From an optimization exercise on the open Yosys and OpenROAD flow, aimed at a short achievable clock period and few clock cycles; shortcuts taken in it are not production practice.
At most, simulation tests tie the RTL to the original design; equivalence was not proved.
Power and IR drop assume default switching activity.

// wisc_core
module wisc_core (
	err, halt, imem_addr, dmem_addr, dmem_wdata, dmem_en, dmem_wr,
	clk, rst, imem_rdata, dmem_rdata
	);
Settings: LEC_CHECK=0, CAP_MARGIN=20, CORE_MARGIN=2, CORE_UTILIZATION=40, SLEW_MARGIN=20; clock period 24.0 ns.
run.sh (not shown) runs the stock make flow with config.mk's settings and CLKGATE_MAP_FILE= SYNTH_SCRIPT=/design/flow/synth_recipe.tcl, a recipe that flattens the netlist after the stock synthesis.
The starting point finished with timing, DRC and antenna clean.
Testbench counts at the start, summed over its fixed seeds: cycles 101,860.
==> next run, changes <==
==> flow/flow/run.sh (new file) <==
#!/bin/bash
# Layout flow: the standard flow (standard.sh, unchanged synthesis), with
# strong port buffers and timing repair that aims for much more setup slack
# than the 24 ns clock needs. Each tool's output goes to a log file here.
set -e
export SETUP_SLACK_MARGIN=18.3
export BUFFER_PORTS_ARGS="-buffer_cell sky130_fd_sc_hd__buf_4"
bash standard.sh > standard.log 2>&1
==> flow/standard.sh (new file) <==
#!/bin/bash
# synth_recipe.tcl (not shown) runs the flow's synth.tcl, then flattens the netlist and writes it again
# the make line also repeats each setting of config.mk as NAME=value (left out here)
make -C /OpenROAD-flow-scripts/flow DESIGN_CONFIG=/design/flow/config.mk WORK_HOME=/design/flow/orfs CLKGATE_MAP_FILE= SYNTH_SCRIPT=/design/flow/synth_recipe.tcl "${@:-finish}"
Settings changed: ABC_CLOCK_PERIOD_IN_PS from default to 4000.
removed: flow/run.sh
Result:
- synthesized cell count stays the same
- wire length shrinks by 2.3%
- global-route usage shrinks by 1.1 points
- worst setup slack improved by 0.75 ns
- area after synthesis stays the same
- fmax grows by 13%
- flip-flop and latch count does not change
- power grows by 1.7%
- clock power grows by about 2%
- hold slack got worse by 0.012 ns
- cell count grows by 0.40%
==> next run, changes <==
Settings changed: CTS_CLUSTER_DIAMETER from default to 150, CTS_CLUSTER_SIZE from default to 30.
Outcome: The new run produced a clean layout. Critical path depth stays the same. Setup slack gains 0.030 ns. Synthesized cell count is unchanged. Worst hold slack gains 0.010 ns. Sequential share of layout area is higher by 0.78 points. Power is lower by 14%. Clock-buffer cell count is lower by 23.

---

Another version of the RTL of wisc_core (not shown whole).
For scale: roughly 220 flip-flops, ~21000 um^2 of cells after synthesis.
export LEC_CHECK = 0
export ABC_CLOCK_PERIOD_IN_PS = 1000
export CAP_MARGIN = 20
export CORE_MARGIN = 2
export CORE_UTILIZATION = 40
export SLEW_MARGIN = 20
create_clock -name core_clock -period 24.0 [get_ports {clk}]
standard.sh (not shown) runs the stock make flow with config.mk's settings and CLKGATE_MAP_FILE= SYNTH_SCRIPT=/design/flow/synth_recipe.tcl, a recipe that flattens the netlist after the stock synthesis.
==> flow/flow/run.sh <==
#!/bin/bash
# Layout flow: the standard flow (standard.sh, unchanged synthesis), with
# strong port buffers and timing repair that aims for much more setup slack
# than the 24 ns clock needs. Each tool's output goes to a log file here.
set -e
export SETUP_SLACK_MARGIN=18.3
export BUFFER_PORTS_ARGS="-buffer_cell sky130_fd_sc_hd__buf_4"
bash standard.sh > standard.log 2>&1
The first run finished with timing, DRC and antenna clean.
Then changed:
--- a/flow/config.mk
+++ b/flow/config.mk
@@ -8 +8 @@
-export ABC_CLOCK_PERIOD_IN_PS = 1000
+export ABC_CLOCK_PERIOD_IN_PS = 4000
=> The changed run finished clean; design area does not change; worst setup slack stays the same; count of clock-buffer cells in the layout does not change; synthesized cell count is unchanged; clock skew stays the same; wire length stays the same; hold slack is unchanged.
No functional check of the RTL was part of any run of this note.

---

the previous run:
Another version of the RTL of wisc_core (not shown whole).
Size in the first run: roughly 3500 cells after synthesis, roughly 36000 µm² of cells after synthesis.
export LEC_CHECK = 0
export ABC_CLOCK_PERIOD_IN_PS = 1000
export CAP_MARGIN = 20
export CORE_MARGIN = 2
export CORE_UTILIZATION = 40
export SLEW_MARGIN = 20
export SYNTH_HIERARCHICAL = 1
export SYNTH_MINIMUM_KEEP_SIZE = 0
create_clock -name core_clock -period 24.0 [get_ports {clk}]
Scripts as last shown in full above: flow/flow/run.sh
The following lists how the current run was set up differently from the previous run:
-- flow/flow/run.sh --
<<< the previous run, line 4
# than the 24 ns clock needs. Each tool's output goes to a log file here.
>>> the current run, line 4
# than the 24 ns clock needs. Adders are left to ABC (no full-adder cells). Each tool's output goes to a log file here.
<<< the previous run, line 7
>>> the current run, line 7
export ADDER_MAP_FILE=
[summary]
- Diff the previous run -> the current run: reg-to-reg setup timing slack decreased by 350 ps relative to the old numbers, areal power density over the cells now sits lower, number of non-filler instances in the completed layout fell 84, sequential cell area essentially unchanged.
- Via count delta for the current run relative to the previous run: 1039 lower
- Slack of the critical path (higher): the previous run
- NOTE static leakage the previous run->the current run decreased by a little under 10%
No functional check of the RTL was part of any run of this note.

---

Setup of build 84:
wisc_core, a different RTL version from the one above (not shown whole).
Size: about 2,400 cells after synthesis, about 86 I/O pins, roughly 21,000 um^2 of cells after synthesis.
Settings: LEC_CHECK=0, ABC_CLOCK_PERIOD_IN_PS=4000, CAP_MARGIN=20, CORE_MARGIN=2, CORE_UTILIZATION=40, SLEW_MARGIN=20; clock period 24.0 ns.
run.sh (not shown) runs the stock make flow with config.mk's settings and CLKGATE_MAP_FILE= SYNTH_SCRIPT=/design/flow/synth_recipe.tcl, a recipe that flattens the netlist after the stock synthesis.
Stock flow here: none of the scripts above is used.
Build 84: PASS, flow complete, no timing, DRC or antenna violations
Input-level comparison between trial 79 and build 84:
==> flow/flow/run.sh (new file) <==
#!/bin/bash
# Layout flow: the standard flow (standard.sh, unchanged synthesis), with
# strong port buffers and timing repair that aims for much more setup slack
# than the 24 ns clock needs. Each tool's output goes to a log file here.
set -e
export SETUP_SLACK_MARGIN=18.3
export BUFFER_PORTS_ARGS="-buffer_cell sky130_fd_sc_hd__buf_4"
bash standard.sh > standard.log 2>&1
==> flow/standard.sh (new file) <==
#!/bin/bash
# synth_recipe.tcl (not shown) runs the flow's synth.tcl, then flattens the netlist and writes it again
# the make line also repeats each setting of config.mk as NAME=value (left out here)
make -C /OpenROAD-flow-scripts/flow DESIGN_CONFIG=/design/flow/config.mk WORK_HOME=/design/flow/orfs CLKGATE_MAP_FILE= SYNTH_SCRIPT=/design/flow/synth_recipe.tcl "${@:-finish}"
removed: flow/run.sh
--- outcome ---
Relative to build 84, the delay of the slowest critical-path stage of trial 79 is lower by 690 ps.
Any difference in worst-skew pair later-pin latency between trial 79 and build 84 is small enough to ignore.
Detailed-routed wire length on met2: trial 79 vs build 84 up about 1.1%
As far as flip-flop and latch count goes, trial 79 and build 84 are indistinguishable; the numbers are identical.
Per the comparison of trial 79 with build 84, aggregate global-route resource usage comparable; post-route worst hold slack climbed 32 ps; area overhead of the layout relative to synthesis now sits higher; total length of routed wires neither gained nor lost much.
Trial 79 vs build 84, data required time at the worst endpoint went down by 80 ps.
In the tables for trial 79 and build 84, design area reads lower with build 84.
No functional check of the RTL was part of any run of this note.

==> separate check: timing with driven ports <==
No port has a modelled driver above. Below, the same layouts with a new extraction and two added sets of constraints.
Step 1 sets driving cells, clkbuf_16 on the clock port and buf_2 on the other inputs (assumed; they add their load-dependent delay and slew).
Step 2 also shifts input and output timing later by t, the mid clock arrival at the registers, as if the neighbouring blocks saw the same clock.
Three values: ideal, step 1, step 2; two values: the first two.
| run | shift t [ns] | slack for setup (ns) | clock arrival spread, ns | worst slew at a driven data input, ns |
|---|---|---|---|---|
| the first run of note 1 | 0.604 | 17.390 / 17.425 / 16.821 | 0.018 / 0.018 | 0.05 |
| the second run of note 1 | 0.611 | 18.140 / 18.079 / 18.008 | 0.041 / 0.041 | 0.08 |
| the third run of note 1 | 0.550 | 18.170 / 18.112 / 18.040 | 0.023 / 0.023 | 0.09 |
| the first run of note 2 | 0.627 | 16.571 / 16.586 / 15.959 | 0.022 / 0.022 | 0.14 |
| the second run of note 2 | 0.627 | 16.571 / 16.586 / 15.959 | 0.022 / 0.022 | 0.14 |
| the previous run | 0.734 | 16.867 / 16.867 / 16.268 | 0.077 / 0.077 | 0.12 |
| the current run | 0.715 | 16.515 / 16.515 / 16.265 | 0.092 / 0.092 | 0.09 |
| build 84 | 0.640 | 15.310 / 15.343 / 14.703 | 0.023 / 0.022 | 0.04 |
| trial 79 | 0.636 | 16.435 / 16.454 / 15.818 | 0.050 / 0.050 | 0.18 |
After both steps every run listed still meets setup and hold. The setup slack of trial 79, which loses most, moves by +0.019 ns with the drivers and by -0.617 ns with both steps.
